From an optimization exercise on the open Yosys and OpenROAD flow, aimed at small area and a short achievable clock period; shortcuts taken in it are not production practice. RTL that was checked went through simulation tests only; none was proved equivalent to the original. The RTL of run 6 was laid out without a check of its function. Power figures rest on the tool's default switching activity, not on a simulated workload.

`constraint.sdc`:
```
create_clock -name core_clock -period 7.5 [get_ports {clk}]
set_input_delay 1.5000 -clock core_clock [delete_from_list [all_inputs] [get_ports {clk}]]
set_output_delay 1.5000 -clock core_clock [all_outputs]
set_load 0.01 [all_outputs]
```
`design.v`:
```
module lru_predec #(
  parameter W = 5
)(
  input  logic [W-1:0] sel_idx,
  output logic [3:0]   lo,       
  output logic [7:0]   hi        
);
  for (genvar i = 0; i < 4; i++) begin : g_lo
    assign lo[i] = (sel_idx[1:0] == i);
  end
  for (genvar i = 0; i < 8; i++) begin : g_hi
    assign hi[i] = (sel_idx[4:2] == i);
  end
endmodule
module lru_selgate #(
  parameter N = 32
)(
  input  logic [3:0]   lo,
  input  logic [7:0]   hi,
  output logic [N-1:0] sel_n
);
  for (genvar i = 0; i < N; i++) begin : g_sel
    assign sel_n[i] = ~(lo[i%4] & hi[i/4]);
  end
endmodule
module lru_stn (
  input  logic       ls_valid_i,
  input  logic [1:0] ls_op_i,
  output logic       st_n
);
  assign st_n = ~(ls_valid_i & ls_op_i[1] & ~ls_op_i[0]);
endmodule
module lru_outgate #(
  parameter N = 32
)(
  input  logic         st_n,
  input  logic [N-1:0] sel_n,
  output logic [N-1:0] lru_way_o
);
  assign lru_way_o = ~(sel_n | {N{st_n}});
endmodule
module lru_free #(
  parameter N = 32,
  parameter W = 5
)(
  input  logic [N-1:0] valid,
  output logic         full,
  output logic [W-1:0] ff_idx
);
  logic [N:0]   all_below;    
  logic [N-1:0] first_free;
  always_comb begin
    for (int i = 0; i <= N; i++) begin
      all_below[i] = 1'b1;
      for (int j = 0; j < i; j++)
        all_below[i] = all_below[i] & valid[j];
    end
  end
  assign full = all_below[N];
  for (genvar i = 0; i < N; i++) begin : g_ff
    assign first_free[i] = ~valid[i] & all_below[i];
  end
  always_comb begin
    ff_idx = '0;
    for (int i = 0; i < N; i++)
      ff_idx = ff_idx | (i[W-1:0] & {W{first_free[i]}});
  end
endmodule
module lru_move #(
  parameter N = 32,
  parameter W = 5
)(
  input  logic [N*W-1:0] slots,
  input  logic [W-1:0]   use_idx,
  input  logic           act,
  output logic [N-1:0]   move
);
  logic [N-1:0] hit;
  for (genvar k = 0; k < N; k++) begin : g_hit
    assign hit[k] = (slots[k*W +: W] == use_idx);
  end
  always_comb begin
    for (int k = 0; k < N; k++) begin
      move[k] = act;
      for (int j = 0; j < k; j++)
        move[k] = move[k] & ~hit[j];
    end
  end
endmodule
module lru #(
  parameter NUM_WAYS = 32
)(
  input   logic                         clk,
  input   logic                         reset,
  input   logic                         ls_valid_i,
  input   logic [1:0]                   ls_op_i,
  input   logic [$clog2(NUM_WAYS)-1:0]  ls_way_i,
  output  logic                         lru_valid_o,
  output  logic [NUM_WAYS-1:0]          lru_way_o
);
  localparam W = $clog2(NUM_WAYS);
  logic st, inv, act;
  assign st  = ls_valid_i &  ls_op_i[1] & ~ls_op_i[0];
  assign inv = ls_valid_i &  ls_op_i[1] &  ls_op_i[0];
  assign act = ls_valid_i & (ls_op_i[1] ^ ls_op_i[0]);
  logic [NUM_WAYS-1:0]   valid_q;    
  logic [NUM_WAYS*W-1:0] slot_q;     
  logic [W-1:0]          ff_q;
  logic                  full_q;
  logic [W-1:0] sel_idx;
  assign sel_idx = full_q ? slot_q[(NUM_WAYS-1)*W +: W] : ff_q;
  logic [3:0]          sel_lo;
  logic [7:0]          sel_hi;
  logic [NUM_WAYS-1:0] sel_n;
  logic [3:0]          st_n;       
  lru_predec #(.W(W)) u_predec (.sel_idx(sel_idx), .lo(sel_lo), .hi(sel_hi));
  lru_selgate #(.N(NUM_WAYS)) u_selgate (.lo(sel_lo), .hi(sel_hi), .sel_n(sel_n));
  for (genvar c = 0; c < 4; c++) begin : g_st
    lru_stn u_stn (.ls_valid_i(ls_valid_i), .ls_op_i(ls_op_i), .st_n(st_n[c]));
    lru_outgate #(.N(NUM_WAYS/4)) u_outgate (
      .st_n(st_n[c]), .sel_n(sel_n[c*NUM_WAYS/4 +: NUM_WAYS/4]),
      .lru_way_o(lru_way_o[c*NUM_WAYS/4 +: NUM_WAYS/4])
    );
  end
  assign lru_valid_o = st;
  logic [W-1:0]        use_idx;
  logic [NUM_WAYS-1:0] move;
  assign use_idx = ls_op_i[0] ? ls_way_i : sel_idx;
  lru_move #(.N(NUM_WAYS), .W(W)) u_move (
    .slots(slot_q), .use_idx(use_idx), .act(act), .move(move)
  );
  always_ff @(posedge clk) begin
    if (move[0])
      slot_q[0 +: W] <= use_idx;
    for (int k = 1; k < NUM_WAYS; k++)
      if (move[k])
        slot_q[k*W +: W] <= slot_q[(k-1)*W +: W];
  end
  logic [NUM_WAYS-1:0] valid_d;
  logic                full_d;
  logic [W-1:0]        ff_d;
  for (genvar i = 0; i < NUM_WAYS; i++) begin : g_valid
    assign valid_d[i] = (inv & (ls_way_i == i)) ? 1'b0 : (valid_q[i] | lru_way_o[i]);
  end
  lru_free #(.N(NUM_WAYS), .W(W)) u_free (
    .valid(valid_d), .full(full_d), .ff_idx(ff_d)
  );
  always_ff @(posedge clk or posedge reset) begin
    if (reset) begin
      valid_q <= '0;
      ff_q    <= '0;
      full_q  <= 1'b0;
    end else begin
      valid_q <= valid_d;
      ff_q    <= ff_d;
      full_q  <= full_d;
    end
  end
endmodule
```
`flow/extra_vars.txt`:
```

```
`config.mk`:
```
export PLATFORM = sky130hd
export DESIGN_NAME = lru
export DESIGN_NICKNAME = lru
export VERILOG_FILES = /design/flow/design.v
export SDC_FILE = /design/flow/constraint.sdc
export NUM_CORES = 4
export LEC_CHECK = 0
export CAP_MARGIN = 20
export CORE_MARGIN = 2
export CORE_UTILIZATION = 30
export CTS_BUF_LIST = sky130_fd_sc_hd__clkbuf_8
export SETUP_SLACK_MARGIN = 3.3
export SLEW_MARGIN = 20
export SYNTH_HIERARCHICAL = 1
export SYNTH_MINIMUM_KEEP_SIZE = 0
```
`standard.sh`:
```
#!/bin/bash
# synth_recipe.tcl (not shown) runs the flow's synth.tcl, then flattens the netlist and writes it again
# the make line also repeats each setting of config.mk as NAME=value (left out here)
make -C /OpenROAD-flow-scripts/flow DESIGN_CONFIG=/design/flow/config.mk WORK_HOME=/design/flow/orfs CLKGATE_MAP_FILE= SYNTH_SCRIPT=/design/flow/synth_recipe.tcl "${@:-finish}"
```
`flow/run.sh`:
```
#!/bin/bash
# Standard layout (standard.sh), with slow many-input cells (or4, nor4, or3,
# nor3, a2111, ...) kept out of synthesis and repair in addition to the
# platform's own don't-use list. dont_use.txt holds the platform's list
# followed by the added cells; extra_vars.txt holds further ORFS make
# variables. standard.sh's make output goes to standard.log.
set -euo pipefail
here=$(cd "$(dirname "$0")" && pwd)
cells=$(tr '\n' ' ' < "$here/dont_use.txt")
read -r -a extra < "$here/extra_vars.txt" || true
bash standard.sh "DONT_USE_CELLS=$cells" "${extra[@]}" finish > standard.log 2>&1
```
`flow/dont_use.txt`:
```
sky130_fd_sc_hd__probe_p_8
sky130_fd_sc_hd__probec_p_8
sky130_fd_sc_hd__lpflow_bleeder_1
sky130_fd_sc_hd__lpflow_clkbufkapwr_1
sky130_fd_sc_hd__lpflow_clkbufkapwr_16
sky130_fd_sc_hd__lpflow_clkbufkapwr_2
sky130_fd_sc_hd__lpflow_clkbufkapwr_4
sky130_fd_sc_hd__lpflow_clkbufkapwr_8
sky130_fd_sc_hd__lpflow_clkinvkapwr_1
sky130_fd_sc_hd__lpflow_clkinvkapwr_16
sky130_fd_sc_hd__lpflow_clkinvkapwr_2
sky130_fd_sc_hd__lpflow_clkinvkapwr_4
sky130_fd_sc_hd__lpflow_clkinvkapwr_8
sky130_fd_sc_hd__lpflow_decapkapwr_12
sky130_fd_sc_hd__lpflow_decapkapwr_3
sky130_fd_sc_hd__lpflow_decapkapwr_4
sky130_fd_sc_hd__lpflow_decapkapwr_6
sky130_fd_sc_hd__lpflow_decapkapwr_8
sky130_fd_sc_hd__lpflow_inputiso0n_1
sky130_fd_sc_hd__lpflow_inputiso0p_1
sky130_fd_sc_hd__lpflow_inputiso1n_1
sky130_fd_sc_hd__lpflow_inputiso1p_1
sky130_fd_sc_hd__lpflow_inputisolatch_1
sky130_fd_sc_hd__lpflow_isobufsrc_1
sky130_fd_sc_hd__lpflow_isobufsrc_16
sky130_fd_sc_hd__lpflow_isobufsrc_2
sky130_fd_sc_hd__lpflow_isobufsrc_4
sky130_fd_sc_hd__lpflow_isobufsrc_8
sky130_fd_sc_hd__lpflow_isobufsrckapwr_16
sky130_fd_sc_hd__lpflow_lsbuf_lh_hl_isowell_tap_1
sky130_fd_sc_hd__lpflow_lsbuf_lh_hl_isowell_tap_2
sky130_fd_sc_hd__lpflow_lsbuf_lh_hl_isowell_tap_4
sky130_fd_sc_hd__lpflow_lsbuf_lh_isowell_4
sky130_fd_sc_hd__lpflow_lsbuf_lh_isowell_tap_1
sky130_fd_sc_hd__lpflow_lsbuf_lh_isowell_tap_2
sky130_fd_sc_hd__lpflow_lsbuf_lh_isowell_tap_4
sky130_fd_sc_hd__a2111o_1
sky130_fd_sc_hd__a2111o_2
sky130_fd_sc_hd__a2111o_4
sky130_fd_sc_hd__a2111oi_0
sky130_fd_sc_hd__a2111oi_1
sky130_fd_sc_hd__a2111oi_2
sky130_fd_sc_hd__a2111oi_4
sky130_fd_sc_hd__nor4_1
sky130_fd_sc_hd__nor4_2
sky130_fd_sc_hd__nor4_4
sky130_fd_sc_hd__nor4b_1
sky130_fd_sc_hd__nor4b_2
sky130_fd_sc_hd__nor4b_4
sky130_fd_sc_hd__nor4bb_1
sky130_fd_sc_hd__nor4bb_2
sky130_fd_sc_hd__nor4bb_4
sky130_fd_sc_hd__o2111a_1
sky130_fd_sc_hd__o2111a_2
sky130_fd_sc_hd__o2111a_4
sky130_fd_sc_hd__o2111ai_1
sky130_fd_sc_hd__o2111ai_2
sky130_fd_sc_hd__o2111ai_4
sky130_fd_sc_hd__or4_1
sky130_fd_sc_hd__or4_2
sky130_fd_sc_hd__or4_4
sky130_fd_sc_hd__or4b_1
sky130_fd_sc_hd__or4b_2
sky130_fd_sc_hd__or4b_4
sky130_fd_sc_hd__or4bb_1
sky130_fd_sc_hd__or4bb_2
sky130_fd_sc_hd__or4bb_4
sky130_fd_sc_hd__a311o_1
sky130_fd_sc_hd__a311o_2
sky130_fd_sc_hd__a311o_4
sky130_fd_sc_hd__a311oi_1
sky130_fd_sc_hd__a311oi_2
sky130_fd_sc_hd__a311oi_4
sky130_fd_sc_hd__a32o_1
sky130_fd_sc_hd__a32o_2
sky130_fd_sc_hd__a32o_4
sky130_fd_sc_hd__a32oi_1
sky130_fd_sc_hd__a32oi_2
sky130_fd_sc_hd__a32oi_4
sky130_fd_sc_hd__a41o_1
sky130_fd_sc_hd__a41o_2
sky130_fd_sc_hd__a41o_4
sky130_fd_sc_hd__a41oi_1
sky130_fd_sc_hd__a41oi_2
sky130_fd_sc_hd__a41oi_4
sky130_fd_sc_hd__nor3_1
sky130_fd_sc_hd__nor3_2
sky130_fd_sc_hd__nor3_4
sky130_fd_sc_hd__nor3b_1
sky130_fd_sc_hd__nor3b_2
sky130_fd_sc_hd__nor3b_4
sky130_fd_sc_hd__o311a_1
sky130_fd_sc_hd__o311a_2
sky130_fd_sc_hd__o311a_4
sky130_fd_sc_hd__o311ai_0
sky130_fd_sc_hd__o311ai_1
sky130_fd_sc_hd__o311ai_2
sky130_fd_sc_hd__o311ai_4
sky130_fd_sc_hd__o32a_1
sky130_fd_sc_hd__o32a_2
sky130_fd_sc_hd__o32a_4
sky130_fd_sc_hd__o32ai_1
sky130_fd_sc_hd__o32ai_2
sky130_fd_sc_hd__o32ai_4
sky130_fd_sc_hd__o41a_1
sky130_fd_sc_hd__o41a_2
sky130_fd_sc_hd__o41a_4
sky130_fd_sc_hd__o41ai_1
sky130_fd_sc_hd__o41ai_2
sky130_fd_sc_hd__o41ai_4
sky130_fd_sc_hd__or3_1
sky130_fd_sc_hd__or3_2
sky130_fd_sc_hd__or3_4
sky130_fd_sc_hd__or3b_1
sky130_fd_sc_hd__or3b_2
sky130_fd_sc_hd__or3b_4
```
==> results of run 1 <==
-- cells in the final DEF, fill, tap and decap left out, drive strengths merged, types with 5 or more instances in the layout --
master / n
edfxtp: 160
nor2: 119
xnor2: 109
nand2: 57
xor2: 47
dfrtp: 38
a31oi: 37
dlygate4sd2: 32
buf: 29
nand4: 21
inv: 20
clkbuf: 19
and3: 17
nand3: 17
nor2b: 12
mux2: 9
and2: 8
nand3b: 7
a21oi: 6
clkinv: 6
clkdlybuf4s50: 5
o21ai: 5
a22oi: 5
-- report_power, final --
group          switching, mW  total (mW)  leakage [nW]  internal [mW]
clock network          0.386       0.622         0.172          0.236
logic                  0.475       0.790          1.69          0.315
registers             0.0966        1.51          1.97           1.41
total                  0.958        2.92          3.84           1.97
-- registers in the layout, summed over array words and instances, names as in the netlist --
register / cells
slot_q: 160
valid_q: 32
ff_q: 5
full_q: 1
-- worst min path at each step --
stage	slack, ps	end	cells past startpoint	start
4_1_cts	470	slot_q[100]	0	slot_q[95]
2_1_floorplan	450	slot_q[100]	0	slot_q[95]
6_report	470	slot_q[100]	0	slot_q[95]
3_3_place_gp	450	slot_q[56]	0	slot_q[51]
5_1_grt	480	slot_q[142]	0	slot_q[137]
3_5_place_dp	450	slot_q[28]	0	slot_q[23]
-- cell type report --
| cell class | count | area [um2] | share of cell area (%) |
|---|---|---|---|
| clock buffers | 17 | 234 | 2.17 |
| clock inverters | 15 | 119 | 1.10 |
| inverters | 14 | 52.6 | 0.488 |
| multi-input cells | 514 | 3510 | 32.6 |
| flip-flops and latches | 198 | 5760 | 53.4 |
| well taps | 402 | 503 | 4.67 |
| repair buffers | 70 | 597 | 5.54 |
-- modules after synthesis, one instance, submodules excluded, excerpt --
module,copies in the design,area (um2),cells inside
lru_stn,4,7.51,1
lru,1,6390,303
-- routing by layer --
metal | share of wire, % | track usage [%] | routed length [um]
met1 | 48 | 16.9 | 9640
met2 | 47 | 19.4 | 9510
met3 | 3.9 | 2.51 | 787
met4 | 1.0 | 3.03 | 209
met5 | 0 | 0 | 0
-- cell families after synthesis --
logic type,share of synthesized area (%)
simple gates,14.1
flops,60.5
xor+xnor,14.4
compound gates,5.67
buf+inv,4.22
mux,1.07
-- timing repair --
action | in CTS | in global routing
setup endpoints to repair | 168 | 129
gates cloned | 0 | 1
pin swaps | 5 | 2
setup buffers | 9 | 12
gates resized for setup | 82 | 10
hold buffers | 0 | 0
==> metrics.md, run 1 <==
| Metric | Value |
|---|---|
| Critical Path RT | `6000 ps` |
| Final period util | `54.8%` |
| VDD IR-drop max | `0.101 mV` |
| Dpl cell area | `0.0101 mm2` |
| Power Total | `2.92 mW` |
| Iter 0 DRT Violations | `512` |
| Worst r2r dst | `slot_q[158]` |
| Gr usage total | `12.1%` |
| Setup WS post-layout | `3390 ps` |
| Die ar. | `0.0331 mm2` |
| Crit path kind | `input port to output pin` |
| Vias in the first global route | `5,759` |
| Top-count cell post-synth | `edfxtp_1` |
| Rows | `65` |
| WL final | `20,100 um` |
| PD cells | `271 mW/mm2` |
| Clock skew | `22.4 ps` |
| Sink Count | `198` |
| Finished Core Util | `34.3%` |
| Startpoint Class | `input port` |
| Outcome | `timing/DRC/antenna clean` |
| First element of the critical path | `ls_op_i[0]` |
| Slew headroom | `61.4%` |
| # diodes | `0` |
| Max Cap Viol | `0` |
| Setup crit end kind | `output pin` |
| Dpl ws | `2030 ps` |
| Cell variety after synth | `59` |
| Overflow after GRT | `0` |
| Routed vias | `5,868` |
| Main synth FF type | `edfxtp_1` |
| Cell family with most CP delay | `buffers and inverters` |
| Worst hold margin | `472 ps` |
| First-pass GRT wire length | `31,600 um` |
| CTS Root Cell | `clkbuf_8` |
| Worst R2R Start | `full_q` |
| Post-Synthesis Net Count | `774` |
| Final HPWL DP | `13,700 um` |
| Setup_tns | `0 ps` |
| Worst-Skew Late Latency | `470 ps` |
| Unrepaired setup endpoints after global routing | `no` |
| Final Hold Fails | `0` |
| Residual DRC | `0` |
| Synth Instances | `764` |
| Largest net degree at the start of global routing | `39` |
| IO Pins | `43` |
| Critical Path Stages | `4` |
| Worst min-delay path class | `flip-flop to flip-flop` |
| CTS tree | `built` |
| Yosys warns | `9` |
| Setup violations, final | `0` |
| Worst path bufs/invs | `3` |
| Starting Density | `30.3%` |
| Die width | `182 um` |
| Fin cells | `1,230` |
| Initial antenna violation count | `0` |
| Post-synth EDFFs | `160` |
| Critical-path cell list | `buf_2 > inv_2 > and3_1 > clkdlybuf4s50_1` |
| Seq/Total Area, Yosys | `60.5%` |
| CP Max Fanout | `13` |
| H-tree depth | `4` |
| Worst Setup EP | `lru_valid_o` |
| Avg Cell Area, Syn | `12.4 um2` |
| Die Y-Extent | `182 um` |
| I/O Buffers | `42` |
| Final Instance Area | `0.0108 mm2` |
| Area leader, netlist | `edfxtp_1` |
| Clock slew seen by the registers of the worst setup and hold paths | `100 ps` |
| Layout area overhead | `13.3%` |
| Static Leak | `3.84 nW` |
| Placed cells | `1,176` |
| Worst path max stage delay | `550 ps` |
| First-pass detailed-route iteration total | `5` |
| Synthesized flop and latch total | `198` |
| Final Critical Period | `4110 ps` |
| Clock Path Buffers | `2` |
| Worst EP arrival | `2610 ps` |
| Area share of the largest cell type after synthesis | `50.5%` |
| Detail Route Antenna Nets | `0` |
| Fraction of registers with async set/reset | `19.2%` |
| Fillers | `3,099` |
| Routed WL per cell | `16.4 um` |
| Worst Tran Pin Value | `576 ps` |
| Synth area leaders | `edfxtp_1, xnor2_1, dfrtp_1` |
| Core Region | `0.0314 mm2` |
| Synth Cell Area | `0.00951 mm2` |
| Final Max Tran Viols | `0` |
| Worst R2R Path Depth | `10` |
| RD Place Congestion | `0.824` |
| Vias per inst | `4.77` |
| Num CTS Buffers | `17` |
| Slowest cell on the critical path | `clkdlybuf4s50_1` |
| Max Fclk | `243 MHz` |
| Nets@finish | `825` |
| Layout cells sized above 1 | `14.0%` |
| Reg2reg setup slack | `4190 ps` |
| Top post-synthesis cells by count | `edfxtp_1, nor2_1, xnor2_1` |
==> run 2: changes to the inputs <==
--- a/config.mk
+++ b/config.mk
@@ -11,3 +11,3 @@
 export CTS_BUF_LIST = sky130_fd_sc_hd__clkbuf_8
-export SETUP_SLACK_MARGIN = 3.3
+export SETUP_SLACK_MARGIN = 3.8
 export SLEW_MARGIN = 20
==> run 2 against run 1 <==
Effect of this change:
- total power grew 4.4%
- sequential cell count is the same
- utilization grew 2.8 points
- critical endpoint is now lru_way_o[24]
- largest power group unchanged
- largest cell class unchanged
- critical path depth grew 1
- via count grew 4.3%
==> metrics.md, run 2 <==
| Metric | Value |
|---|---|
| Outcome | `timing/DRC/antenna clean (unchanged)` |
| Placed cells | `1,174 (was 1,176)` |
| Area leader, netlist | `edfxtp_1 (unchanged)` |
| Power Total | `3.05 mW (was 2.92 mW)` |
| Clock Path Buffers | `2 (unchanged)` |
| Worst path max stage delay | `180 ps (was 550 ps)` |
| Final Hold Fails | `0 (unchanged)` |
| Initial antenna violation count | `0 (unchanged)` |
| Layout area overhead | `22.4% (was 13.3%)` |
| Iter 0 DRT Violations | `481 (was 512)` |
| Setup crit end kind | `output pin (unchanged)` |
| Synth Instances | `764 (unchanged)` |
| Startpoint Class | `input port (unchanged)` |
| Slew headroom | `61.0% (was 61.4%)` |
| Cell family with most CP delay | `buffers and inverters (unchanged)` |
| Residual DRC | `0 (unchanged)` |
| Setup violations, final | `0 (unchanged)` |
| WL final | `22,900 um (was 20,100 um)` |
| Dpl cell area | `0.0102 mm2 (was 0.0101 mm2)` |
| Fillers | `3,000 (was 3,099)` |
| Slowest cell on the critical path | `buf_6 (was clkdlybuf4s50_1)` |
| Dpl ws | `1880 ps (was 2030 ps)` |
| Worst hold margin | `473 ps (was 472 ps)` |
| Avg Cell Area, Syn | `12.4 um2 (unchanged)` |
| Most frequent cells in the layout | `edfxtp_1, xnor2_1, nor2_1 (unchanged)` |
| Num CTS Buffers | `17 (unchanged)` |
| Fraction of registers with async set/reset | `19.2% (unchanged)` |
| Worst path bufs/invs | `3 (unchanged)` |
| Final Max Tran Viols | `0 (unchanged)` |
| Top-count cell post-synth | `edfxtp_1 (unchanged)` |
| Setup WS post-layout | `3770 ps (was 3390 ps)` |
| Die ar. | `0.0331 mm2 (unchanged)` |
| Setup_tns | `0 ps (unchanged)` |
| Largest net degree at the start of global routing | `39 (unchanged)` |
| Gr usage total | `13.9% (was 12.1%)` |
| Cell variety after synth | `59 (unchanged)` |
| Final period util | `49.7% (was 54.8%)` |
| Die width | `182 um (unchanged)` |
| Final Critical Period | `3730 ps (was 4110 ps)` |
| CP dominant cell by count | `buf_6` |
| Routed WL per cell | `18.1 um (was 16.4 um)` |
| Rows | `65 (unchanged)` |
| Starting Density | `30.3% (unchanged)` |
| Critical-path cell list | `buf_16 > nand3b_1 > buf_6 > nor2_4 > buf_6 (was buf_2 > inv_2 > and3_1 > clkdlybuf4s50_1)` |
| Finished Core Util | `37.1% (was 34.3%)` |
| PD cells | `262 mW/mm2 (was 271 mW/mm2)` |
| Final Instance Area | `0.0116 mm2 (was 0.0108 mm2)` |
| Unrepaired setup endpoints after global routing | `yes (was no)` |
| Max Fclk | `268 MHz (was 243 MHz)` |
| Synth Cell Area | `0.00951 mm2 (unchanged)` |
| Largest register by flop count | `slot_q (unchanged)` |
| Core Region | `0.0314 mm2 (unchanged)` |
| Fin cells | `1,264 (was 1,230)` |
| Vias per inst | `4.84 (was 4.77)` |
| Overflow after GRT | `0 (unchanged)` |
| Commonest non-fill, non-tap cell in the layout | `edfxtp_1 (unchanged)` |
| Critical Path RT | `6000 ps (about the same)` |
| Post-Synthesis Net Count | `774 (unchanged)` |
| Worst EP arrival | `2230 ps (was 2610 ps)` |
| Worst-Skew Late Latency | `480 ps (was 470 ps)` |
| Top flop regs | `slot_q: 160 flops, valid_q: 32 flops, ff_q: 5 flops (unchanged)` |
| Post-synth EDFFs | `160 (unchanged)` |
| CTS Root Cell | `clkbuf_8 (unchanged)` |
| Worst min-delay path class | `flip-flop to flip-flop (unchanged)` |
| Max Cap Viol | `0 (unchanged)` |
| IO Pins | `43 (unchanged)` |
| I/O Buffers | `42 (unchanged)` |
| Synth area leaders | `edfxtp_1, xnor2_1, dfrtp_1 (unchanged)` |
| Nets@finish | `858 (was 825)` |
| Area share of the largest cell type after synthesis | `50.5% (unchanged)` |
| CP Max Fanout | `8 (was 13)` |
| Yosys warns | `9 (unchanged)` |
| Die Y-Extent | `182 um (unchanged)` |
| Sink Count | `198 (unchanged)` |
| CTS tree | `built (unchanged)` |
| Routed vias | `6,121 (was 5,868)` |
| Layout cells sized above 1 | `27.8% (was 14.0%)` |
| Synthesized flop and latch total | `198 (unchanged)` |
| Main synth FF type | `edfxtp_1 (unchanged)` |
| VDD IR-drop max | `0.104 mV (was 0.101 mV)` |
| RD Place Congestion | `0.865 (was 0.824)` |
| Crit path kind | `input port to output pin (unchanged)` |
| Static Leak | `4.02 nW (was 3.84 nW)` |
| Hold-fix buffers, CTS | `0 (unchanged)` |
| Final HPWL DP | `13,400 um (was 13,700 um)` |
| Detail Route Antenna Nets | `0 (unchanged)` |
| Max reg flops | `160 (unchanged)` |
| First-pass GRT wire length | `35,000 um (was 31,600 um)` |
| First-pass detailed-route iteration total | `8 (was 5)` |
| Worst Tran Pin Value | `583 ps (was 576 ps)` |
| Clock skew | `18.4 ps (was 22.4 ps)` |
| Vias in the first global route | `6,105 (was 5,759)` |
| Top post-synthesis cells by count | `edfxtp_1, nor2_1, xnor2_1 (unchanged)` |
| Seq/Total Area, Yosys | `60.5% (unchanged)` |
| H-tree depth | `4 (unchanged)` |
| Clock slew seen by the registers of the worst setup and hold paths | `90 ps (was 100 ps)` |
==> run 2: cell counts after synthesis <==
No cell type changed its count.
==> run 2: cell type report <==
| class | count | area, um2 | share of cell area (%) |
|---|---|---|---|
| flip-flops and latches | 198 | 5760 | 49.4 |
| repair buffers | 98 | 992 | 8.52 |
| clock buffers | 17 | 234 | 2.01 |
| multi-input cells | 519 | 3960 | 34.0 |
| diodes | 1 | 2.50 | 0.0215 |
| clock inverters | 15 | 131 | 1.13 |
| well taps | 402 | 503 | 4.32 |
| inverters | 14 | 65.1 | 0.559 |
==> run 2: timing repair <==
action | in CTS | in global routing
endpoints found under the setup margin | 191 | 123
resized for setup | 299 | 30
endpoints found under the hold margin | 0 | 0
cloned | 5 | 2
pin swaps | 43 | 8
setup buffers | 35 | 15
==> run 2: final timing paths <==
kind	end	slack (ps)	from	cells past startpoint
worst max-delay path	lru_way_o[24]	3770	ls_op_i[0]	5
worst min-delay path	slot_q[63]	470	slot_q[58]	0
worst max register to register	slot_q[159]	4260	full_q	10
worst min register to register	slot_q[63]	470	slot_q[58]	0
max in group asynchronous	full_q	5690	reset	3
min in group asynchronous	valid_q[14]	1430	reset	3
==> run 2: modules after synthesis, one instance, submodules excluded, excerpt <==
module / cells / area, um2 / flip-flops and latches / copies in the design
lru_stn: 1 / 7.51 / 0 / 4
lru: 303 / 6390 / 198 / 1
==> run 2: power by group <==
| group | leakage, nW | total, mW | switching [mW] | internal (mW) |
|---|---|---|---|---|
| clock network | 0.181 | 0.646 | 0.382 | 0.264 |
| logic | 1.87 | 0.893 | 0.522 | 0.371 |
| registers | 1.97 | 1.51 | 0.0976 | 1.41 |
| total | 4.02 | 3.05 | 1.00 | 2.05 |
==> run 2: cells by family after synthesis <==
kind of cell | after synthesis | synth area share (%)
AND/OR/NAND/NOR | 273 | 14.1
flip-flops | 198 | 60.5
XOR/XNOR | 156 | 14.4
AO/OA/AOI/OAI | 76 | 5.67
buffers and inverters | 53 | 4.22
multiplexers | 8 | 1.07
==> run 2: per-layer routing <==
layer / track usage, % / wire [um] / vias to the layer above
met5: 0 / 0 / -
met1: 19.4 / 10600 / 3032
li1: - / - / 2856
met2: 21.6 / 10500 / 199
met4: 3.71 / 382 / 0
met3: 3.41 / 1370 / 34
==> run 2: worst register-to-register path: cells and delay by family (launching register included) <==
kind | cells | cell delay, ps
AO/OA/AOI/OAI | 1 | 220
XOR/XNOR | 1 | 120
buffers and inverters | 2 | 310
flip-flops | 1 | 470
multiplexers | 2 | 710
AND/OR/NAND/NOR | 4 | 1150
==> run 3: changes to the inputs <==
--- a/config.mk
+++ b/config.mk
@@ -11,3 +11,3 @@
 export CTS_BUF_LIST = sky130_fd_sc_hd__clkbuf_8
-export SETUP_SLACK_MARGIN = 3.8
+export SETUP_SLACK_MARGIN = 3.6
 export SLEW_MARGIN = 20
==> run 3 against run 2 <==
Effect of this change:
- via count shrank 3.1%
- total power shrank 0.58%
- critical path depth is the same
- sequential share of layout area grew 3.1 points
- critical path type unchanged
- critical endpoint is now lru_way_o[18]
- largest power group unchanged
==> metrics.md, run 3 <==
| Metric | Value |
|---|---|
| Outcome | `timing/DRC/antenna clean (unchanged)` |
| Synthesized flop and latch total | `198 (unchanged)` |
| Max reg flops | `160 (unchanged)` |
| Setup WS post-layout | `3630 ps (was 3770 ps)` |
| Starting Density | `30.3% (unchanged)` |
| Crit path kind | `input port to output pin (unchanged)` |
| CTS Root Cell | `clkbuf_8 (unchanged)` |
| Synth Cell Area | `0.00951 mm2 (unchanged)` |
| Max Fclk | `258 MHz (was 268 MHz)` |
| Vias per inst | `4.80 (was 4.84)` |
| Layout area overhead | `15.3% (was 22.4%)` |
| Setup crit end kind | `output pin (unchanged)` |
| Residual DRC | `0 (unchanged)` |
| Multi-input combinational cell area | `0.00368 mm2 (was 0.00396 mm2)` |
| H-tree depth | `4 (unchanged)` |
| Unrepaired setup endpoints after global routing | `yes (unchanged)` |
| Worst path max stage delay | `240 ps (was 180 ps)` |
| Worst min-delay path class | `flip-flop to flip-flop (unchanged)` |
| Setup_tns | `0 ps (unchanged)` |
| Die width | `182 um (unchanged)` |
| CTS tree | `built (unchanged)` |
| Clock Path Buffers | `2 (unchanged)` |
| PD cells | `277 mW/mm2 (was 262 mW/mm2)` |
| First-pass GRT wire length | `33,800 um (was 35,000 um)` |
| First-pass detailed-route iteration total | `5 (was 8)` |
| Cell variety after synth | `59 (unchanged)` |
| Slowest cell on the critical path | `clkdlybuf4s15_2 (was buf_6)` |
| # diodes | `0 (was 1)` |
| WL final | `21,600 um (was 22,900 um)` |
| Final Max Tran Viols | `0 (unchanged)` |
| Register area | `0.00576 mm2 (unchanged)` |
| Critical Path RT | `6000 ps (about the same)` |
| Most frequent cells in the layout | `edfxtp_1, xnor2_1, nor2_1 (unchanged)` |
| Post-Synthesis Net Count | `774 (unchanged)` |
| Commonest non-fill, non-tap cell in the layout | `edfxtp_1 (unchanged)` |
| Critical-path cell list | `buf_6 > nand3b_1 > buf_4 > nor2_2 > clkdlybuf4s15_2 (was buf_16 > nand3b_1 > buf_6 > nor2_4 > buf_6)` |
| Post-synth EDFFs | `160 (unchanged)` |
| Initial antenna violation count | `0 (unchanged)` |
| Fraction of registers with async set/reset | `19.2% (unchanged)` |
| Die Y-Extent | `182 um (unchanged)` |
| Gr usage total | `13.3% (was 13.9%)` |
| Iter 0 DRT Violations | `490 (was 481)` |
| Fillers | `3,056 (was 3,000)` |
| Worst-Skew Late Latency | `460 ps (was 480 ps)` |
| Yosys warns | `9 (unchanged)` |
| Detail Route Antenna Nets | `0 (unchanged)` |
| Nets@finish | `831 (was 858)` |
| Area share of the largest cell type after synthesis | `50.5% (unchanged)` |
| Dpl ws | `2010 ps (was 1880 ps)` |
| Num CTS Buffers | `17 (unchanged)` |
| Rows | `65 (unchanged)` |
| Main synth FF type | `edfxtp_1 (unchanged)` |
| Area leader, netlist | `edfxtp_1 (unchanged)` |
| Cell family with most CP delay | `buffers and inverters (unchanged)` |
| Largest net degree at the start of global routing | `39 (unchanged)` |
| Routed WL per cell | `17.5 um (was 18.1 um)` |
| Worst path bufs/invs | `3 (unchanged)` |
| Worst Tran Pin Value | `544 ps (was 583 ps)` |
| Dpl cell area | `0.0102 mm2 (about the same)` |
| Layout cells sized above 1 | `22.5% (was 27.8%)` |
| Top post-synthesis cells by count | `edfxtp_1, nor2_1, xnor2_1 (unchanged)` |
| CP Max Fanout | `15 (was 8)` |
| Vias in the first global route | `6,001 (was 6,105)` |
| Reg2reg setup slack | `4230 ps (was 4260 ps)` |
| Max Cap Viol | `0 (unchanged)` |
| Startpoint Class | `input port (unchanged)` |
| Avg Cell Area, Syn | `12.4 um2 (unchanged)` |
| Top-count cell post-synth | `edfxtp_1 (unchanged)` |
| Seq/Total Area, Yosys | `60.5% (unchanged)` |
| Clock slew seen by the registers of the worst setup and hold paths | `100 ps (was 90 ps)` |
| Placed cells | `1,174 (unchanged)` |
| RD Place Congestion | `0.823 (was 0.865)` |
| Largest register by flop count | `slot_q (unchanged)` |
| Slew headroom | `63.6% (was 61.0%)` |
| Worst hold margin | `475 ps (was 473 ps)` |
| Clock skew | `17.7 ps (was 18.4 ps)` |
| IO Pins | `43 (unchanged)` |
| Static Leak | `3.80 nW (was 4.02 nW)` |
| Overflow after GRT | `0 (unchanged)` |
| Synth Instances | `764 (unchanged)` |
| VDD IR-drop max | `0.108 mV (was 0.104 mV)` |
| Final period util | `51.6% (was 49.7%)` |
| Final Hold Fails | `0 (unchanged)` |
| Synth area leaders | `edfxtp_1, xnor2_1, dfrtp_1 (unchanged)` |
| I/O Buffers | `42 (unchanged)` |
| Hold-fix buffers, CTS | `0 (unchanged)` |
| Worst EP arrival | `2370 ps (was 2230 ps)` |
| Top flop regs | `slot_q: 160 flops, valid_q: 32 flops, ff_q: 5 flops (unchanged)` |
| Fin cells | `1,236 (was 1,264)` |
| Final Critical Period | `3870 ps (was 3730 ps)` |
| Setup violations, final | `0 (unchanged)` |
| Die ar. | `0.0331 mm2 (unchanged)` |
| Final HPWL DP | `13,200 um (was 13,400 um)` |
| Sink Count | `198 (unchanged)` |
| Final Instance Area | `0.0110 mm2 (was 0.0116 mm2)` |
| Routed vias | `5,934 (was 6,121)` |
| Core Region | `0.0314 mm2 (unchanged)` |
[run 3: changes by cell type in the layout (fill, tap and decap cells not counted), moves of 5 or more]
cell and change:
buf_2 +5, nor2_1 +9, nor2_2 +25, clkdlybuf4s15_2 +5, clkbuf_2 +21, nor2_4 -34
buf_4 -25, buf_6 -31
[run 3: modules after synthesis (local to each module, per instance), a selection]
module   times used  cells  flip-flops and latches
lru               1    303                     198
lru_stn           4      1                       0
[run 3: cell families after synthesis]
kind of cell / share of synthesized area (%)
xor+xnor: 14.4
buf+inv: 4.22
simple gates: 14.1
mux: 1.07
flops: 60.5
compound gates: 5.67
[run 3: per-stage QoR]
stage,power (mW),utilization [%]
2_1_floorplan,2.10,-
3_3_place_gp,2.24,32.4
3_5_place_dp,2.25,32.4
4_1_cts,3.04,35.2
5_1_grt,3.19,34.9
6_report,3.03,34.9
[run 3: layout make-up]
class / instances / area share [%]
multi-input cells: 518 / 33.6
clock inverters: 15 / 1.30
flip-flops and latches: 198 / 52.5
repair buffers: 72 / 5.34
well taps: 402 / 4.59
clock buffers: 17 / 2.13
inverters: 14 / 0.525
[run 3: per-layer routing]
layer	part of all wire [%]	routed length [um]	track usage, %	up-vias
met5	0	0	0	-
met4	2.2	466	4.61	0
met3	3.7	800	2.33	25
met2	48	10300	21.6	132
met1	47	10100	17.9	2972
li1	-	-	-	2805
[run 3: where the power goes]
group	total [mW]	leakage [nW]	internal, mW	switching, mW
Sequential	1.51	1.97	1.41	0.0980
Clock	0.668	0.186	0.272	0.396
Combinational	0.853	1.64	0.346	0.508
Total	3.03	3.80	2.03	1.00
[run 3: final timing paths]
kind	depth (start not counted)	start	end
max	5	ls_op_i[0]	lru_way_o[18]
min	0	slot_q[95]	slot_q[100]
max reg2reg	10	full_q	slot_q[155]
min reg2reg	0	slot_q[95]	slot_q[100]
max in group asynchronous	3	reset	full_q
min in group asynchronous	3	reset	valid_q[31]
[run 3: repair_timing]
item                                    4_1_cts  5_1_grt
gates resized for setup                     146       55
gates cloned                                  5        0
buffers inserted                             24        1
pin swaps                                     4        3
endpoints found under the setup margin      184      103
==> run 4: changes to the inputs <==
--- a/config.mk
+++ b/config.mk
@@ -11,3 +11,3 @@
 export CTS_BUF_LIST = sky130_fd_sc_hd__clkbuf_8
-export SETUP_SLACK_MARGIN = 3.6
+export SETUP_SLACK_MARGIN = 3.7
 export SLEW_MARGIN = 20
==> run 4 against run 3 <==
Effect of this change:
- still clean
- fmax grew 2.0%
- worst hold slack lost 3.1 ps
- worst setup slack gained 75 ps
- area after synthesis is the same
- count of clock-buffer cells in the layout is the same
- synthesized cell count is the same
- critical path type unchanged
- highest routed layer unchanged
==> metrics.md, run 4 <==
| Metric | Value |
|---|---|
| Overflow after GRT | `0 (unchanged)` |
| Iter 0 DRT Violations | `455 (was 490)` |
| Detail Route Antenna Nets | `0 (unchanged)` |
| CTS Root Cell | `clkbuf_8 (unchanged)` |
| Vias in the first global route | `6,111 (was 6,001)` |
| Die width | `182 um (unchanged)` |
| First-pass detailed-route iteration total | `5 (unchanged)` |
| Routed WL per cell | `18.0 um (was 17.5 um)` |
| Max Fclk | `263 MHz (was 258 MHz)` |
| Layout area overhead | `16.7% (was 15.3%)` |
| Top post-synthesis cells by count | `edfxtp_1, nor2_1, xnor2_1 (unchanged)` |
| Main combinational cell family by area after synthesis | `XOR/XNOR gates (unchanged)` |
| Sink Count | `198 (unchanged)` |
| Worst Tran Pin Value | `510 ps (was 544 ps)` |
| I/O Buffers | `42 (unchanged)` |
| Nets@finish | `836 (was 831)` |
| Layout cells sized above 1 | `23.0% (was 22.5%)` |
| Top flop regs | `slot_q: 160 flops, valid_q: 32 flops, ff_q: 5 flops (unchanged)` |
| Final Max Tran Viols | `0 (unchanged)` |
| Core Region | `0.0314 mm2 (unchanged)` |
| Outcome | `timing/DRC/antenna clean (unchanged)` |
| Starting Density | `30.3% (unchanged)` |
| Simple-Gate Fraction of Synth Area | `14.1% (unchanged)` |
| Synthesized flop and latch total | `198 (unchanged)` |
| Fraction of registers with async set/reset | `19.2% (unchanged)` |
| Final period util | `50.6% (was 51.6%)` |
| Hold-fix buffers, CTS | `0 (unchanged)` |
| Setup_tns | `0 ps (unchanged)` |
| Cell variety after synth | `59 (unchanged)` |
| Fillers | `3,067 (was 3,056)` |
| Reg2reg setup slack | `4340 ps (was 4230 ps)` |
| CTS tree | `built (unchanged)` |
| Compound-Gate Fraction of Synth Area | `5.67% (unchanged)` |
| Mux share of post-synthesis cell area | `1.07% (unchanged)` |
| Clock skew | `12.6 ps (was 17.7 ps)` |
| Die Y-Extent | `182 um (unchanged)` |
| WL final | `22,300 um (was 21,600 um)` |
| Worst R2R Path Depth | `11 (was 10)` |
| Area share of the largest cell type after synthesis | `50.5% (unchanged)` |
| Seq/Total Area, Yosys | `60.5% (unchanged)` |
| Adder-cell share of the synthesized area | `0% (unchanged)` |
| Rows | `65 (unchanged)` |
| Finished Core Util | `35.3% (was 34.9%)` |
| First-pass GRT wire length | `34,700 um (was 33,800 um)` |
| Setup violations, final | `0 (unchanged)` |
| Vias per inst | `4.86 (was 4.80)` |
| Max reg flops | `160 (unchanged)` |
| Worst hold margin | `472 ps (was 475 ps)` |
| Clock slew seen by the registers of the worst setup and hold paths | `90 ps (was 100 ps)` |
| Initial antenna violation count | `0 (unchanged)` |
| Final HPWL DP | `13,600 um (was 13,200 um)` |
| Main synth FF type | `edfxtp_1 (unchanged)` |
| Commonest non-fill, non-tap cell in the layout | `edfxtp_1 (unchanged)` |
| Unrepaired setup endpoints after global routing | `yes (unchanged)` |
| Startpoint Class | `input port (unchanged)` |
| Yosys warns | `9 (unchanged)` |
| Avg Cell Area, Syn | `12.4 um2 (unchanged)` |
| VDD IR-drop max | `0.145 mV (was 0.108 mV)` |
| Top-count cell post-synth | `edfxtp_1 (unchanged)` |
| Post-synth EDFFs | `160 (unchanged)` |
| Worst min-delay path class | `flip-flop to flip-flop (unchanged)` |
| Routed vias | `6,032 (was 5,934)` |
| IO Pins | `43 (unchanged)` |
| Post-Synthesis Net Count | `774 (unchanged)` |
| Area leader, netlist | `edfxtp_1 (unchanged)` |
| Final Hold Fails | `0 (unchanged)` |
| Gr usage total | `13.6% (was 13.3%)` |
| Most frequent cells in the layout | `edfxtp_1, xnor2_1, nor2_1 (unchanged)` |
| Largest net degree at the start of global routing | `39 (unchanged)` |
| Synth Cell Area | `0.00951 mm2 (unchanged)` |
| Synth area leaders | `edfxtp_1, xnor2_1, dfrtp_1 (unchanged)` |
| Die ar. | `0.0331 mm2 (unchanged)` |
| H-tree depth | `4 (unchanged)` |
| Worst EP arrival | `2300 ps (was 2370 ps)` |
| Worst-Skew Late Latency | `460 ps (about the same)` |
| Num CTS Buffers | `17 (unchanged)` |
| Critical Path RT | `6000 ps (about the same)` |
| Setup crit end kind | `output pin (unchanged)` |
| Clock Path Buffers | `2 (unchanged)` |
| Max Cap Viol | `0 (unchanged)` |
| PD cells | `268 mW/mm2 (was 277 mW/mm2)` |
| RD Place Congestion | `0.811 (was 0.823)` |
| Residual DRC | `0 (unchanged)` |
| Xor/xnor share of the synthesized area | `14.4% (unchanged)` |
| Final Critical Period | `3800 ps (was 3870 ps)` |
| Hold path cells | `0 (unchanged)` |
| CP Max Fanout | `7 (was 15)` |
| # diodes | `0 (unchanged)` |
| Crit path kind | `input port to output pin (unchanged)` |
| Synth Instances | `764 (unchanged)` |
| Static Leak | `3.88 nW (was 3.80 nW)` |
| Largest register by flop count | `slot_q (unchanged)` |
| Slew headroom | `65.9% (was 63.6%)` |
==> run 4: cell counts after synthesis <==
Identical to the previous run, type by type.
==> run 4: where the power goes <==
part	switching [mW]	leakage [nW]	internal (mW)	total, mW
clock	0.358	0.179	0.252	0.610
combinational	0.504	1.73	0.350	0.853
sequential	0.0999	1.97	1.41	1.51
total	0.961	3.88	2.02	2.98
==> run 4: final timing paths <==
| check | startpoint | end |
|---|---|---|
| max | ls_op_i[0] | lru_way_o[0] |
| min in group asynchronous | reset | valid_q[20] |
| min reg2reg | slot_q[56] | slot_q[61] |
| max reg2reg | full_q | slot_q[145] |
| max in group asynchronous | reset | full_q |
| min | slot_q[56] | slot_q[61] |
==> run 4: per-layer routing <==
| metal | GRT usage, % | share of wire (%) |
|---|---|---|
| met3 | 2.83 | 4.7 |
| met1 | 18.2 | 46 |
| met2 | 22.5 | 48 |
| met5 | 0 | 0 |
| met4 | 3.77 | 1.2 |
==> run 4: repair_timing <==
action / 4_1_cts / 5_1_grt
buffers inserted: 24 / 6
setup endpoints to repair: 192 / 139
gates resized for setup: 219 / 40
gates cloned: 5 / 1
pin swaps: 5 / 7
==> run 4: stage by stage <==
step	setup WS [ps]	cell area, um2	power, mW	cells
after floorplan	3600	9620	2.11	764
after global placement	2070	10200	2.25	1173
after detailed placement	1980	10200	2.25	1173
after CTS	3560	10900	2.96	1233
after global routing	3630	11100	3.13	1240
final	3700	11100	2.98	1240
==> run 4: per-module statistics from Yosys (local to each module, per instance), a selection <==
| module | copies in the design | cells inside | area (um2) | flops+latches |
|---|---|---|---|---|
| lru | 1 | 303 | 6390 | 198 |
| lru_stn | 4 | 1 | 7.51 | 0 |
==> run 4: cell type report <==
| type | count | area [um2] | share of cell area [%] |
|---|---|---|---|
| multi-input cells | 518 | 3770 | 34.0 |
| repair buffers | 77 | 672 | 6.06 |
| inverters | 14 | 57.6 | 0.519 |
| clock inverters | 14 | 98.8 | 0.891 |
| well taps | 402 | 503 | 4.53 |
| clock buffers | 17 | 234 | 2.11 |
| flip-flops and latches | 198 | 5760 | 51.9 |
==> run 4: critical path: stages <==
cell,delay (ps)
buf_12,110
nand3b_1,180
buf_6,170
buf_6,120
nor2_4,100
buf_6,110
==> run 4: cell families after synthesis <==
| family | after synthesis |
|---|---|
| buffers and inverters | 53 |
| xor gates and xnor gates | 156 |
| AOI/OAI and AO/OA | 76 |
| and+or+nand+nor | 273 |
| muxes | 8 |
| DFF | 198 |
==> run 5: changes to the inputs <==
--- a/config.mk
+++ b/config.mk
@@ -9,3 +9,3 @@
 export CORE_MARGIN = 2
-export CORE_UTILIZATION = 30
+export CORE_UTILIZATION = 45
 export CTS_BUF_LIST = sky130_fd_sc_hd__clkbuf_8
==> run 5 against run 4 <==
Effect of this change:
- still clean
- worst setup slack better by 28 ps
- synthesized cell count stayed put
- wire length up 0.80%
- worst hold slack better by 7.9 ps
- die area down 33%
- critical endpoint is now lru_way_o[20]
==> metrics.md, run 5 <==
| Metric | Value |
|---|---|
| CP dominant cell by count | `buf_6 (unchanged)` |
| WL final | `22,500 um (was 22,300 um)` |
| Worst-Skew Late Latency | `470 ps (was 460 ps)` |
| Max reg flops | `160 (unchanged)` |
| Dpl cell area | `0.0100 mm2 (was 0.0102 mm2)` |
| Worst path max stage delay | `160 ps (was 180 ps)` |
| Gr usage total | `20.7% (was 13.6%)` |
| Iter 0 DRT Violations | `461 (was 455)` |
| Vias per inst | `5.46 (was 4.86)` |
| Crit path kind | `input port to output pin (unchanged)` |
| Setup WS post-layout | `3730 ps (was 3700 ps)` |
| Largest register by flop count | `slot_q (unchanged)` |
| Final period util | `50.2% (was 50.6%)` |
| Final HPWL DP | `13,700 um (was 13,600 um)` |
| Worst EP arrival | `2270 ps (was 2300 ps)` |
| Synth Cell Area | `0.00951 mm2 (unchanged)` |
| RD Place Congestion | `0.838 (was 0.811)` |
| Commonest non-fill, non-tap cell in the layout | `edfxtp_1 (unchanged)` |
| Area share of the largest cell type after synthesis | `50.5% (unchanged)` |
| Initial antenna violation count | `0 (unchanged)` |
| Busiest grt layer | `met2 (unchanged)` |
| Placed cells | `1,047 (was 1,173)` |
| Most frequent cells in the layout | `edfxtp_1, xnor2_1, nor2_1 (unchanged)` |
| Layout area overhead | `15.5% (was 16.7%)` |
| Worst Tran Pin Value | `727 ps (was 510 ps)` |
| Detail Route Antenna Nets | `0 (unchanged)` |
| Hold-fix buffers, CTS | `0 (unchanged)` |
| H-tree depth | `4 (unchanged)` |
| First-pass detailed-route iteration total | `6 (was 5)` |
| Seq/Total Area, Yosys | `60.5% (unchanged)` |
| Synth Instances | `764 (unchanged)` |
| Layout cells sized above 1 | `24.7% (was 23.0%)` |
| Top flop regs | `slot_q: 160 flops, valid_q: 32 flops, ff_q: 5 flops (unchanged)` |
| Slowest cell on the critical path | `nand3b_1 (unchanged)` |
| CP Max Fanout | `8 (was 7)` |
| Clock Path Buffers | `2 (unchanged)` |
| Synthesized flop and latch total | `198 (unchanged)` |
| Largest net degree at the start of global routing | `39 (unchanged)` |
| Residual DRC | `0 (unchanged)` |
| Avg Cell Area, Syn | `12.4 um2 (unchanged)` |
| Sink Count | `198 (unchanged)` |
| Static Leak | `3.92 nW (was 3.88 nW)` |
| Yosys warns | `9 (unchanged)` |
| Power Total | `3.07 mW (was 2.98 mW)` |
| Final Critical Period | `3770 ps (was 3800 ps)` |
| Critical Path RT | `6000 ps (about the same)` |
| CTS tree | `built (unchanged)` |
| IO Pins | `43 (unchanged)` |
| VDD IR-drop max | `0.118 mV (was 0.145 mV)` |
| Core Region | `0.0209 mm2 (was 0.0314 mm2)` |
| I/O Buffers | `42 (unchanged)` |
| # diodes | `0 (unchanged)` |
| Cell variety after synth | `59 (unchanged)` |
| Die Y-Extent | `149 um (was 182 um)` |
| Max Cap Viol | `0 (unchanged)` |
| Worst min-delay path class | `flip-flop to flip-flop (unchanged)` |
| Finished Core Util | `52.6% (was 35.3%)` |
| Die width | `149 um (was 182 um)` |
| Fraction of registers with async set/reset | `19.2% (unchanged)` |
| Multi-input combinational cell area | `0.00371 mm2 (was 0.00377 mm2)` |
| Setup crit end kind | `output pin (unchanged)` |
| Post-synth EDFFs | `160 (unchanged)` |
| Routed WL per cell | `20.2 um (was 18.0 um)` |
| Final Max Tran Viols | `0 (unchanged)` |
| Rows | `53 (was 65)` |
| Met1 global-route usage | `29.2% (was 18.2%)` |
| Unrepaired setup endpoints after global routing | `no (was yes)` |
| Fillers | `1,783 (was 3,067)` |
| Clock slew seen by the registers of the worst setup and hold paths | `110 ps (was 90 ps)` |
| Nets@finish | `838 (was 836)` |
| Final Hold Fails | `0 (unchanged)` |
| Post-Synthesis Net Count | `774 (unchanged)` |
| Top post-synthesis cells by count | `edfxtp_1, nor2_1, xnor2_1 (unchanged)` |
| Critical-path cell list | `buf_16 > nand3b_1 > buf_6 > buf_6 > nor2_4 > buf_6 (was buf_12 > nand3b_1 > buf_6 > buf_6 > nor2_4 > buf_6)` |
| Starting Density | `45.5% (was 30.3%)` |
| Final Instance Area | `0.0110 mm2 (was 0.0111 mm2)` |
| Overflow after GRT | `0 (unchanged)` |
| GRT met2 Usage | `32.6% (was 22.5%)` |
| Vias in the first global route | `6,246 (was 6,111)` |
| Top-count cell post-synth | `edfxtp_1 (unchanged)` |
| PD cells | `280 mW/mm2 (was 268 mW/mm2)` |
| Register area | `0.00576 mm2 (unchanged)` |
| CTS Root Cell | `clkbuf_8 (unchanged)` |
| Dpl ws | `1800 ps (was 1980 ps)` |
| First-pass GRT wire length | `34,900 um (was 34,700 um)` |
| Die ar. | `0.0223 mm2 (was 0.0331 mm2)` |
| Fin cells | `1,116 (was 1,240)` |
| Slew headroom | `51.3% (was 65.9%)` |
| Num CTS Buffers | `17 (unchanged)` |
| Max Fclk | `265 MHz (was 263 MHz)` |
| Worst hold margin | `480 ps (was 472 ps)` |
| Startpoint Class | `input port (unchanged)` |
| Main synth FF type | `edfxtp_1 (unchanged)` |
| Setup_tns | `0 ps (unchanged)` |
| Clock skew | `13.2 ps (was 12.6 ps)` |
| Routed vias | `6,095 (was 6,032)` |
| Synth area leaders | `edfxtp_1, xnor2_1, dfrtp_1 (unchanged)` |
| Area leader, netlist | `edfxtp_1 (unchanged)` |
| Outcome | `timing/DRC/antenna clean (unchanged)` |
| Met3 usage | `4.37% (was 2.83%)` |
| Setup violations, final | `0 (unchanged)` |
[run 5: changes by cell type in the layout (fill, tap and decap cells not counted), sizes merged, moves of 2 or more]
cell / delta
buf: +4
clkbuf: +2
clkdlybuf4s15: -2
clkinv: -4
inv: +5
mux2: -2
[run 5: worst paths after layout]
| kind | slack (ps) | cells past startpoint | startpoint | to |
|---|---|---|---|---|
| worst max-delay path | 3730 | 6 | ls_op_i[0] | lru_way_o[20] |
| worst min-delay path | 480 | 0 | slot_q[62] | slot_q[67] |
| worst max register to register | 4300 | 11 | full_q | slot_q[159] |
| worst min register to register | 480 | 0 | slot_q[62] | slot_q[67] |
| max in group asynchronous | 5650 | 3 | reset | full_q |
| min in group asynchronous | 1440 | 3 | reset | valid_q[13] |
[run 5: metal layers]
metal | up-vias | part of all wire [%]
met5 | - | 0
met3 | 24 | 5.4
li1 | 2820 | -
met1 | 3059 | 46
met4 | 0 | 1.3
met2 | 192 | 47
[run 5: Yosys stat by module, one instance, submodules excluded, a selection]
module,cell area [um2],cells,times used
lru,6390,303,1
lru_stn,7.51,1,4
[run 5: worst max-delay path: cells and delay by family]
| family | cells | cell delay, ps |
|---|---|---|
| buffers and inverters | 4 | 510 |
| and+or+nand+nor | 2 | 250 |
[run 5: cell families (layout without fill, tap and decap cells)]
group | after synthesis | after routing | synth area share, %
xor+xnor | 156 | 156 | 14.4
simple gates | 273 | 273 | 14.1
buf+inv | 53 | 127 | 4.22
compound gates | 76 | 77 | 5.67
flops | 198 | 198 | 60.5
mux | 8 | 10 | 1.07
[run 5: repair_timing]
action / 4_1_cts / 5_1_grt
endpoints found under the setup margin: 191 / 110
cloned: 2 / 2
pin swaps: 4 / 6
gates resized for setup: 210 / 42
endpoints found under the hold margin: 0 / 0
buffers inserted: 27 / 6
[run 5: final cells by class]
cell class / instances / area share, %
clock inverters: 15 / 1.72
clock buffers: 17 / 2.13
inverters: 14 / 0.524
repair buffers: 81 / 6.29
multi-input cells: 516 / 33.8
flip-flops and latches: 198 / 52.4
well taps: 275 / 3.13
[run 5: where the power goes]
group	leakage [nW]	internal, mW	total (mW)	switching (mW)
Clock	0.214	0.314	0.727	0.413
Sequential	1.97	1.41	1.52	0.102
Combinational	1.73	0.334	0.832	0.497
==> run 6: changes to the inputs <==
--- a/design.v
+++ b/design.v
@@ -68,3 +68,3 @@
 endmodule
-module lru_move #(
+module lru_hit #(
   parameter N = 32,
@@ -74,6 +74,4 @@
   input  logic [W-1:0]   use_idx,
-  input  logic           act,
-  output logic [N-1:0]   move
+  output logic [N-1:0]   hit
 );
-  logic [N-1:0] hit;
   for (genvar k = 0; k < N; k++) begin : g_hit
@@ -81,2 +79,10 @@
   end
+endmodule
+module lru_prefix #(
+  parameter N = 32
+)(
+  input  logic [N-1:0] hit,
+  input  logic         act,
+  output logic [N-1:0] move
+);
   always_comb begin
@@ -128,5 +134,5 @@
   assign use_idx = ls_op_i[0] ? ls_way_i : sel_idx;
-  lru_move #(.N(NUM_WAYS), .W(W)) u_move (
-    .slots(slot_q), .use_idx(use_idx), .act(act), .move(move)
-  );
+  logic [NUM_WAYS-1:0] hit;
+  lru_hit #(.N(NUM_WAYS), .W(W)) u_hit (.slots(slot_q), .use_idx(use_idx), .hit(hit));
+  lru_prefix #(.N(NUM_WAYS)) u_prefix (.hit(hit), .act(act), .move(move));
   always_ff @(posedge clk) begin
==> run 6 against run 5 <==
Effect of this change:
- clock power shrank 5.0%
- worst setup slack worse by 88 ps
- wire length decreased by 4.2%
- global-route usage shrank 0.91 points
- largest power group unchanged
==> metrics.md, run 6 <==
| Metric | Value |
|---|---|
| Routed WL per cell | `18.8 um (was 20.2 um)` |
| Vias per inst | `5.33 (was 5.46)` |
| Reg power frac | `50.0% (was 49.3%)` |
| Die width | `150 um (was 149 um)` |
| Sink Count | `198 (unchanged)` |
| Hold-fix buffers, CTS | `0 (unchanged)` |
| Worst Tran Pin Value | `561 ps (was 727 ps)` |
| Nets@finish | `869 (was 838)` |
| H-tree depth | `4 (unchanged)` |
| Clock skew | `12.1 ps (was 13.2 ps)` |
| Setup WS post-layout | `3640 ps (was 3730 ps)` |
| CP Max Fanout | `11 (was 8)` |
| Final HPWL DP | `13,800 um (was 13,700 um)` |
| Static Leak | `3.78 nW (was 3.92 nW)` |
| Num CTS Buffers | `17 (unchanged)` |
| Max Fclk | `259 MHz (was 265 MHz)` |
| Clk pwr share | `22.7% (was 23.7%)` |
| Avg Cell Area, Syn | `12.1 um2 (was 12.4 um2)` |
| Worst hold margin | `478 ps (was 480 ps)` |
| Final Max Tran Viols | `0 (unchanged)` |
| RD Place Congestion | `0.846 (was 0.838)` |
| First-pass detailed-route iteration total | `6 (unchanged)` |
| Layout cells sized above 1 | `22.7% (was 24.7%)` |
| Multi-input combinational cell area | `0.00380 mm2 (was 0.00371 mm2)` |
| Max Cap Viol | `0 (unchanged)` |
| Gate power share | `27.3% (was 27.0%)` |
| Synth Cell Area | `0.00957 mm2 (was 0.00951 mm2)` |
| Clock slew seen by the registers of the worst setup and hold paths | `100 ps (was 110 ps)` |
| VDD IR-drop max | `0.147 mV (was 0.118 mV)` |
| Int Power | `2.07 mW (was 2.06 mW)` |
| Routed vias | `6,118 (was 6,095)` |
| CTS Root Cell | `clkbuf_8 (unchanged)` |
| Slew headroom | `62.4% (was 51.3%)` |
| Final Hold Fails | `0 (unchanged)` |
| Iter 0 DRT Violations | `498 (was 461)` |
| Startpoint Class | `input port (unchanged)` |
| Final Critical Period | `3860 ps (was 3770 ps)` |
| I/O Buffers | `42 (unchanged)` |
| Core Region | `0.0210 mm2 (was 0.0209 mm2)` |
| Crit path kind | `input port to output pin (unchanged)` |
| Setup_tns | `0 ps (unchanged)` |
| Layout area overhead | `15.6% (was 15.5%)` |
| Initial antenna violation count | `0 (unchanged)` |
| Top flop regs | `slot_q: 160 flops, valid_q: 32 flops, ff_q: 5 flops (unchanged)` |
| Starting Density | `45.7% (was 45.5%)` |
| Yosys warns | `9 (unchanged)` |
| Detail Route Antenna Nets | `0 (unchanged)` |
| Critical-path cell list | `buf_12 > nand3b_1 > buf_6 > buf_4 > nor2_4 > clkbuf_2 (was buf_16 > nand3b_1 > buf_6 > buf_6 > nor2_4 > buf_6)` |
| WL final | `21,600 um (was 22,500 um)` |
| Register area | `0.00576 mm2 (unchanged)` |
| Largest net degree at the start of global routing | `39 (unchanged)` |
| Clock Path Buffers | `2 (unchanged)` |
| P_sw | `0.970 mW (was 1.01 mW)` |
| Most frequent cells in the layout | `edfxtp_1, xnor2_1, nor2_1 (unchanged)` |
| Worst path max stage delay | `170 ps (was 160 ps)` |
| Final period util | `51.4% (was 50.2%)` |
| Outcome | `timing/DRC/antenna clean (unchanged)` |
| Post-Synthesis Net Count | `801 (was 774)` |
| Worst-Skew Late Latency | `470 ps (about the same)` |
| PD cells | `275 mW/mm2 (was 280 mW/mm2)` |
| # diodes | `0 (unchanged)` |
| Rows | `53 (unchanged)` |
| IO Pins | `43 (unchanged)` |
| Max reg flops | `160 (unchanged)` |
| Slowest cell on the critical path | `nand3b_1 (unchanged)` |
| Unrepaired setup endpoints after global routing | `yes (was no)` |
| Overflow after GRT | `0 (unchanged)` |
| Dpl cell area | `0.0101 mm2 (was 0.0100 mm2)` |
| Worst min-delay path class | `flip-flop to flip-flop (unchanged)` |
| Setup crit end kind | `output pin (unchanged)` |
| Critical Path RT | `6000 ps (about the same)` |
| Residual DRC | `0 (unchanged)` |
| Largest register by flop count | `slot_q (unchanged)` |
| Synth Instances | `791 (was 764)` |
| Switch share | `31.9% (was 32.9%)` |
| Vias in the first global route | `6,056 (was 6,246)` |
| Fillers | `1,818 (was 1,783)` |
| Commonest non-fill, non-tap cell in the layout | `edfxtp_1 (unchanged)` |
| Die Y-Extent | `150 um (was 149 um)` |
| Final Instance Area | `0.0111 mm2 (was 0.0110 mm2)` |
| Dpl ws | `1750 ps (was 1800 ps)` |
| Power Total | `3.04 mW (was 3.07 mW)` |
| Worst EP arrival | `2360 ps (was 2270 ps)` |
| CTS tree | `built (unchanged)` |
| First-pass GRT wire length | `33,600 um (was 34,900 um)` |
| Die ar. | `0.0225 mm2 (was 0.0223 mm2)` |
| Gr usage total | `19.8% (was 20.7%)` |
| Setup violations, final | `0 (unchanged)` |
-- run 6: critical path, delay by kind of cell --
kind	cells	cell delay, ps
AND/OR/NAND/NOR	2	280
buffers and inverters	4	560
-- run 6: per-layer routing --
metal,global-route usage (%),part of all wire (%)
met5,0,0
met4,6.23,1.6
met3,3.93,5.1
met2,31.4,48
met1,27.7,46
-- run 6: layout make-up --
cell class | instances | area share (%)
Clock inverter | 15 | 1.52
Tap cell | 275 | 3.11
Clock buffer | 17 | 2.11
Timing Repair Buffer | 84 | 6.42
Multi-Input combinational cell | 544 | 34.3
Inverter | 14 | 0.498
Sequential cell | 198 | 52.0
-- run 6: repair_timing --
item,in CTS,in global routing
endpoints found under the hold margin,0,0
setup buffers,22,16
endpoints found under the setup margin,186,134
gates resized for setup,196,59
cloned,5,0
pin swaps,5,10
-- run 6: worst paths after layout --
path | slack, ps | cells past startpoint | startpoint | endpoint
worst max register to register | 4190 | 12 | full_q | ff_q[1]
max in group asynchronous | 5680 | 3 | reset | full_q
worst min register to register | 480 | 0 | slot_q[32] | slot_q[37]
worst max-delay path | 3640 | 6 | ls_op_i[0] | lru_way_o[1]
min in group asynchronous | 1450 | 3 | reset | valid_q[8]
worst min-delay path | 480 | 0 | slot_q[32] | slot_q[37]
-- run 6: power groups by stage --
stage / clock network (mW) / registers (mW) / logic (mW)
floorplan: 0 / 1.50 / 0.620
global placement: 0 / 1.54 / 0.700
detailed placement: 0 / 1.54 / 0.716
CTS: 0.709 / 1.52 / 0.799
global route: 0.753 / 1.54 / 0.903
finish: 0.691 / 1.52 / 0.830
-- run 6: stage by stage --
stage / std cells / utilization [%]
after floorplan: 791 / -
after global placement: 1072 / 48.0
after detailed placement: 1072 / 48.0
after CTS: 1131 / 51.5
after global routing: 1147 / 52.8
final: 1147 / 52.8

==> static timing again, ports no longer ideal <==
The results above use ideal ports. As a check the final layouts listed here were re-extracted and re-timed, cells and wires unchanged.
Step 1, drivers: a clkbuf_16 drives clk and a buf_2 each remaining input, both assumed.
Step 2 also shifts input and output timing later by t, the mid clock arrival at the registers, as if the neighbouring blocks saw the same clock.
a / b / c = no drivers / after step 1 / after step 2; a / b = the first two.
run	t (ns)	setup slack, ns	worst setup path at the end
run 1	0.502	3.391 / 3.369 / 2.935	input to register
run 2	0.517	3.772 / 3.676 / 3.279	input to register
run 3	0.498	3.630 / 3.594 / 3.175	input to register
run 4	0.504	3.704 / 3.618 / 3.321	input to register
run 5	0.510	3.732 / 3.632 / 3.256	input to register
run 6	0.507	3.645 / 3.591 / 3.310	input to register
After both steps every run listed still meets setup and hold. The setup slack of run 2, which loses most, moves by -0.096 ns with the drivers and by -0.493 ns with both steps.
